What follows belongs to an exercise in optimizing a design on an open flow for small area and a short achievable clock period; a production flow would make more cautious choices.
Where RTL was checked, it was by simulation tests only, not by an equivalence proof against the original.
The clock input has no modelled driver; a real chip could not lean on it and would need a root buffer or a full tree.
Power is estimated from default activity; no workload was simulated.

## old
==> module pooler, before the edit <==
module pooler(
    input         clk,
    input         ce,
    input         master_rst,
    input  [7:0]  data_in,
    output [7:0]  data_out,
    output        valid_op,
    output        end_op
    );
    localparam NP = 13;               
    reg        c0;                    
    reg [3:0]  pc;                    
    reg        pc_last;               
    reg        r;                     
    reg [3:0]  band;                  
    reg        band_last;             
    reg        valid_q, end_q;
    reg        shift_q;               
    reg [7:0]  h;
    reg [7:0]  o;
    reg [7:0]  sr [0:NP-2];
    integer    i;
    wire       sel, sel_e;            
    comparator2 cmp(.a(data_in), .bn(~h), .nforce(c0 | r), .sel_a(sel), .sel_b(sel_e));
    always @(posedge clk) begin
        o <= sel ? data_in : h;
        if (ce && c0)
            h <= sr[NP-2];
        else if (ce && sel_e)
            h <= data_in;
        if (shift_q) begin
            for (i = NP-2; i > 0; i = i-1)
                sr[i] <= sr[i-1];
            sr[0] <= o;
        end
    end
    always @(posedge clk) begin
        if (master_rst) begin
            c0 <= 1'b0; pc <= 4'd0; pc_last <= 1'b0; r <= 1'b0;
            band <= 4'd0; band_last <= 1'b0;
            valid_q <= 1'b0; end_q <= 1'b0; shift_q <= 1'b0;
        end else begin
            valid_q <= ce & r & c0;
            end_q   <= ce & r & c0 & pc_last & band_last;
            shift_q <= ce & c0;
            if (ce) begin
                c0 <= ~c0;
                if (c0) begin
                    pc      <= pc_last ? 4'd0 : pc + 4'd1;
                    pc_last <= (pc == NP-2);
                    if (pc_last) begin
                        r <= ~r;
                        if (r) begin
                            band      <= band_last ? 4'd0 : band + 4'd1;
                            band_last <= (band == NP-2);
                        end
                    end
                end
            end
        end
    end
    assign data_out = o;
    assign valid_op = valid_q;
    assign end_op   = end_q;
endmodule
==> flow/config.mk <==
export PLATFORM = sky130hd
export DESIGN_NAME = pooler
export DESIGN_NICKNAME = pooler
export VERILOG_FILES = /design/flow/design.v
export SDC_FILE = /design/flow/constraint.sdc
export NUM_CORES = 4
export LEC_CHECK = 0
export CAP_MARGIN = 20
export CORE_MARGIN = 2
export CORE_UTILIZATION = 40
export SETUP_SLACK_MARGIN = 2.8
export SLEW_MARGIN = 20
export SYNTH_HIERARCHICAL = 1
==> flow/constraint.sdc <==
create_clock -name core_clock -period 4.5 [get_ports {clk}]
set_input_delay 0.9000 -clock core_clock [delete_from_list [all_inputs] [get_ports {clk}]]
set_output_delay 0.9000 -clock core_clock [all_outputs]
set_load 0.01 [all_outputs]
standard.sh (not shown) runs the stock make flow with config.mk's settings and CLKGATE_MAP_FILE= SYNTH_SCRIPT=/design/flow/synth_recipe.tcl, a recipe that flattens the netlist after the stock synthesis.
==> flow/flow/run.sh <==
#!/bin/bash
# Own layout flow: the standard ORFS flow (standard synthesis,
# floorplan, power grid, taps, placement, routing unchanged), except
#  - port buffers of a plain buffer cell instead of a delay cell,
#  - resizing not restricted to the same cell footprint,
#  - the clock tree built by flow/cts.tcl instead of TritonCTS.
# Each tool's output goes to a log of its own in the work folder; ORFS also
# keeps each step's log under orfs/logs.
set -euo pipefail
KNOBS=(MATCH_CELL_FOOTPRINT=0 "BUFFER_PORTS_ARGS=-buffer_cell sky130_fd_sc_hd__buf_2")
bash standard.sh "${KNOBS[@]}" place > flow_place.log 2>&1
export PLATFORM_DIR=$FLOW_HOME/platforms/sky130hd
export RDIR=orfs/results/sky130hd/pooler/base
export DONT_USE="sky130_fd_sc_hd__probe_p_8 sky130_fd_sc_hd__probec_p_8 sky130_fd_sc_hd__lpflow_*"
export NLEAF=${NLEAF:-4} LEAFBUF=${LEAFBUF:-sky130_fd_sc_hd__clkbuf_16} ROOTBUF=${ROOTBUF:-sky130_fd_sc_hd__clkbuf_16}
export SETUP_MARGIN=${SETUP_MARGIN:-2.8}
openroad -no_init -exit flow/cts.tcl > flow_cts.log 2>&1
bash standard.sh "${KNOBS[@]}" finish > flow_finish.log 2>&1
Other scripts of this flow, unchanged in this note and not shown: flow/flow/cts.tcl
Setup changes, old to new
-- flow/design.v --
<<< old, line 54
    reg        c0;                    
    reg [3:0]  pc;                    
    reg        pc_last;               
    reg        r;                     
    reg [3:0]  band;                  
    reg        band_last;             
    reg        valid_q, end_q;
    reg        shift_q;               
    reg [7:0]  h;
    reg [7:0]  o;
    reg [7:0]  sr [0:NP-2];
    integer    i;
    wire       sel, sel_e;            
    comparator2 cmp(.a(data_in), .bn(~h), .nforce(c0 | r), .sel_a(sel), .sel_b(sel_e));
    always @(posedge clk) begin
        o <= sel ? data_in : h;
        if (ce && c0)
            h <= sr[NP-2];
        else if (ce && sel_e)
            h <= data_in;
        if (shift_q) begin
            for (i = NP-2; i > 0; i = i-1)
>>> new, line 54
    reg        c0;                    
    reg [3:0]  pc;                    
    reg        r;                     
    reg [3:0]  band;                  
    reg        valid_q, end_q;
    reg        shift_q;               
    reg [7:0]  hn;                    
    wire [7:0] h = ~hn;
    reg [7:0]  o;
    reg [7:0]  sr [0:NP-2];
    integer    i;
    wire       pc_last   = pc[3] & pc[2];
    wire       band_last = band[3] & band[2];
    wire       sel, sel_e;            
    comparator2 cmp(.a(data_in), .bn(hn), .nforce(c0 | r), .sel_a(sel), .sel_b(sel_e));
    wire       h_en = ce & (c0 | sel_e);
    wire [7:0] h_d  = c0 ? sr[NP-2] : data_in;
    always @(posedge clk) begin
        o <= sel ? data_in : h;
        if (h_en)
            hn <= ~h_d;
        if (shift_q) begin
            for (i = NP-2; i > 0; i = i-1)
<<< old, line 80
    always @(posedge clk) begin
        if (master_rst) begin
            c0 <= 1'b0; pc <= 4'd0; pc_last <= 1'b0; r <= 1'b0;
            band <= 4'd0; band_last <= 1'b0;
            valid_q <= 1'b0; end_q <= 1'b0; shift_q <= 1'b0;
        end else begin
>>> new, line 81
    always @(posedge clk) begin
        if (master_rst) begin
            c0 <= 1'b0; pc <= 4'd0; r <= 1'b0; band <= 4'd0;
            valid_q <= 1'b0; end_q <= 1'b0; shift_q <= 1'b0;
        end else begin
<<< old, line 90
                c0 <= ~c0;
                if (c0) begin
                    pc      <= pc_last ? 4'd0 : pc + 4'd1;
                    pc_last <= (pc == NP-2);
                    if (pc_last) begin
                        r <= ~r;
                        if (r) begin
                            band      <= band_last ? 4'd0 : band + 4'd1;
                            band_last <= (band == NP-2);
                        end
                    end
                end
>>> new, line 90
                c0 <= ~c0;
                if (c0) begin
                    pc <= pc_last ? 4'd0 : pc + 4'd1;
                    if (pc_last) begin
                        r <= ~r;
                        if (r)
                            band <= band_last ? 4'd0 : band + 4'd1;
                    end
                end
### Flow results
Register count in new is lower than in old.
The lower final routed wirelength across all metal layers of new and old is in new.
Sort new and old by non-clock inverter total of the final layout, descending, and new comes first.
Diff new and old: area growth from synthesis to layout lower in old
Looking at register-to-register slack, new sits 0.02 ns above old.
The area after detailed placement of new is lower than that of old.
Taking old as the reference, in new number of standard cells in the final layout excluding fillers fell 10; static leakage now larger.
Post-route worst setup slack: new vs old up 0.025 ns
Diff old -> new | power in combinational cells | up by a little under 10%
The final reports for new and old show final area higher in the former.
Of new and old, the lower multi-input combinational cell count belongs to new.
In every run of this note, the design's own scripts or RTL, not TritonCTS, make the clock network.

* * *

The RTL this note starts from:
==> flow/design.v <==
`timescale 1ns / 1ps
module cmp_l0(input a, input bn, output ng, output np);
    assign ng = ~(a & bn);
    assign np = ~(a | bn);
endmodule
module cmp_l1(input ngh, input nph, input ngl, input npl, output g, output p);
    assign g = ~(ngh & (nph | ngl));
    assign p = ~(nph | npl);
endmodule
module cmp_l2(input gh, input ph, input gl, input pl, output ng, output np);
    assign ng = ~(gh | (ph & gl));
    assign np = ~(ph & pl);
endmodule
module cmp_l3(input ngh, input nph, input ngl, input nforce, output sel);
    assign sel = ~(ngh & (nph | ngl) & nforce);
endmodule
module comparator2(
    input  [7:0] a,
    input  [7:0] bn,          
    input        nforce,      
    output       sel_a,       
    output       sel_b,
    output       sel_c);
    wire [7:0] ng0, np0;
    wire [3:0] g1, p1;
    wire [1:0] ng2, np2;
    genvar i;
    generate
        for (i = 0; i < 8; i = i + 1) begin : l0_
            cmp_l0 u(.a(a[i]), .bn(bn[i]), .ng(ng0[i]), .np(np0[i]));
        end
        for (i = 0; i < 4; i = i + 1) begin : l1_
            cmp_l1 u(.ngh(ng0[2*i+1]), .nph(np0[2*i+1]), .ngl(ng0[2*i]), .npl(np0[2*i]),
                     .g(g1[i]), .p(p1[i]));
        end
        for (i = 0; i < 2; i = i + 1) begin : l2_
            cmp_l2 u(.gh(g1[2*i+1]), .ph(p1[2*i+1]), .gl(g1[2*i]), .pl(p1[2*i]),
                     .ng(ng2[i]), .np(np2[i]));
        end
    endgenerate
    cmp_l3 ua(.ngh(ng2[1]), .nph(np2[1]), .ngl(ng2[0]), .nforce(nforce), .sel(sel_a));
    cmp_l3 ub(.ngh(ng2[1]), .nph(np2[1]), .ngl(ng2[0]), .nforce(nforce), .sel(sel_b));
    cmp_l3 uc(.ngh(ng2[1]), .nph(np2[1]), .ngl(ng2[0]), .nforce(nforce), .sel(sel_c));
endmodule
`timescale 1ns / 1ps
module pooler(
    input         clk,
    input         ce,
    input         master_rst,
    input  [7:0]  data_in,
    output [7:0]  data_out,
    output        valid_op,
    output        end_op
    );
    localparam NP = 13;               
    reg        c0;                    
    reg [3:0]  pc;                    
    reg        pc_last;               
    reg        r;                     
    reg [3:0]  band;                  
    reg        band_last;             
    reg        valid_q, end_q;
    reg        shift_q;               
    reg [7:0]  h;
    reg [7:0]  o;
    reg [7:0]  sr [0:NP-2];
    integer    i;
    wire       sel_lo, sel_hi, sel_e;  
    comparator2 cmp(.a(data_in), .bn(~h), .nforce(c0 | r),
                    .sel_a(sel_lo), .sel_b(sel_hi), .sel_c(sel_e));
    always @(posedge clk) begin
        o[3:0] <= sel_lo ? data_in[3:0] : h[3:0];
        o[7:4] <= sel_hi ? data_in[7:4] : h[7:4];
        if (ce && c0)
            h <= sr[NP-2];
        else if (ce && sel_e)
            h <= data_in;
        if (shift_q) begin
            for (i = NP-2; i > 0; i = i-1)
                sr[i] <= sr[i-1];
            sr[0] <= o;
        end
    end
    always @(posedge clk) begin
        if (master_rst) begin
            c0 <= 1'b0; pc <= 4'd0; pc_last <= 1'b0; r <= 1'b0;
            band <= 4'd0; band_last <= 1'b0;
            valid_q <= 1'b0; end_q <= 1'b0; shift_q <= 1'b0;
        end else begin
            valid_q <= ce & r & c0;
            end_q   <= ce & r & c0 & pc_last & band_last;
            shift_q <= ce & c0;
            if (ce) begin
                c0 <= ~c0;
                if (c0) begin
                    pc      <= pc_last ? 4'd0 : pc + 4'd1;
                    pc_last <= (pc == NP-2);
                    if (pc_last) begin
                        r <= ~r;
                        if (r) begin
                            band      <= band_last ? 4'd0 : band + 4'd1;
                            band_last <= (band == NP-2);
                        end
                    end
                end
            end
        end
    end
    assign data_out = o;
    assign valid_op = valid_q;
    assign end_op   = end_q;
endmodule
Settings: LEC_CHECK=0, CAP_MARGIN=20, CORE_MARGIN=2, CORE_UTILIZATION=40, SETUP_SLACK_MARGIN=2.8, SLEW_MARGIN=20, SYNTH_HIERARCHICAL=1; clock period 4.5 ns.
Scripts as last shown in full above: flow/flow/run.sh
Other scripts of this flow, unchanged in this note and not shown: flow/flow/cts.tcl
Change:
--- a/flow/design.v
+++ b/flow/design.v
@@ -20,6 +20,5 @@
     input        nforce,      
     output       sel_a,       
-    output       sel_b,
-    output       sel_c);
+    output       sel_b);
     wire [7:0] ng0, np0;
     wire [3:0] g1, p1;
@@ -41,5 +40,4 @@
     cmp_l3 ua(.ngh(ng2[1]), .nph(np2[1]), .ngl(ng2[0]), .nforce(nforce), .sel(sel_a));
     cmp_l3 ub(.ngh(ng2[1]), .nph(np2[1]), .ngl(ng2[0]), .nforce(nforce), .sel(sel_b));
-    cmp_l3 uc(.ngh(ng2[1]), .nph(np2[1]), .ngl(ng2[0]), .nforce(nforce), .sel(sel_c));
 endmodule
 `timescale 1ns / 1ps
@@ -56,8 +54,6 @@
     reg        c0;                    
     reg [3:0]  pc;                    
-    reg        pc_last;               
     reg        r;                     
     reg [3:0]  band;                  
-    reg        band_last;             
     reg        valid_q, end_q;
     reg        shift_q;               
@@ -66,14 +62,14 @@
     reg [7:0]  sr [0:NP-2];
     integer    i;
-    wire       sel_lo, sel_hi, sel_e;  
-    comparator2 cmp(.a(data_in), .bn(~h), .nforce(c0 | r),
-                    .sel_a(sel_lo), .sel_b(sel_hi), .sel_c(sel_e));
+    wire       pc_last   = pc[3] & pc[2];
+    wire       band_last = band[3] & band[2];
+    wire       sel, sel_e;            
+    comparator2 cmp(.a(data_in), .bn(~h), .nforce(c0 | r), .sel_a(sel), .sel_b(sel_e));
+    wire       h_en = ce & (c0 | sel_e);
+    wire [7:0] h_d  = c0 ? sr[NP-2] : data_in;
     always @(posedge clk) begin
-        o[3:0] <= sel_lo ? data_in[3:0] : h[3:0];
-        o[7:4] <= sel_hi ? data_in[7:4] : h[7:4];
-        if (ce && c0)
-            h <= sr[NP-2];
-        else if (ce && sel_e)
-            h <= data_in;
+        o <= sel ? data_in : h;
+        if (h_en)
+            h <= h_d;
         if (shift_q) begin
             for (i = NP-2; i > 0; i = i-1)
@@ -84,6 +80,5 @@
     always @(posedge clk) begin
         if (master_rst) begin
-            c0 <= 1'b0; pc <= 4'd0; pc_last <= 1'b0; r <= 1'b0;
-            band <= 4'd0; band_last <= 1'b0;
+            c0 <= 1'b0; pc <= 4'd0; r <= 1'b0; band <= 4'd0;
             valid_q <= 1'b0; end_q <= 1'b0; shift_q <= 1'b0;
         end else begin
@@ -94,12 +89,9 @@
                 c0 <= ~c0;
                 if (c0) begin
-                    pc      <= pc_last ? 4'd0 : pc + 4'd1;
-                    pc_last <= (pc == NP-2);
+                    pc <= pc_last ? 4'd0 : pc + 4'd1;
                     if (pc_last) begin
                         r <= ~r;
-                        if (r) begin
-                            band      <= band_last ? 4'd0 : band + 4'd1;
-                            band_last <= (band == NP-2);
-                        end
+                        if (r)
+                            band <= band_last ? 4'd0 : band + 4'd1;
                     end
                 end
Outcome:
- The new run finished with timing, DRC and antenna clean
- sequential power stays flat
- worst setup slack gets better by 0.014 ns
- combinational power falls by a few percent
- global-route usage fell by 0.94 points
- clock power fell by a few percent
- via count goes down by a few percent
Only the layout flow was run in the first run of this note; the RTL was not checked for function there. In every run of this note, the design's own scripts or RTL, not TritonCTS, make the clock network.

==> static timing again, ports no longer ideal <==
How much do the figures lean on ideal ports? The routed layouts below were timed once more, with nothing changed but the port constraints.
Step 1: set_driving_cell puts a clkbuf_16 on clk and a buf_2 on each other input, an assumption about the parent block.
Step 2, shift: input delay + t, output delay - t, t = (earliest + latest rising clock arrival at the registers) / 2. This alone moves slack from input paths to output paths.
Three values: no drivers, after step 1, after step 2; two values: the first two.
run | shift t [ns] | slack for setup (ns) | hold slack, ns | clock arrival spread, ns | cell pins on the clock port's net
old | 0.364 | 2.766 / 2.731 / 2.420 | 0.430 / 0.430 / 0.430 | 0.013 / 0.012 | 1
new | 0.362 | 2.791 / 2.757 / 2.423 | 0.420 / 0.420 / 0.420 | 0.016 / 0.016 | 1
the first run of note 2 | 0.368 | 2.757 / 2.724 / 2.401 | 0.420 / 0.420 / 0.420 | 0.017 / 0.018 | 1
the second run of note 2 | 0.363 | 2.771 / 2.736 / 2.423 | 0.424 / 0.424 / 0.424 | 0.012 / 0.012 | 1
After both steps setup and hold are still met in every run listed. For new, which loses most, drivers alone change the setup slack by -0.034 ns; drivers and shift together by -0.368 ns.
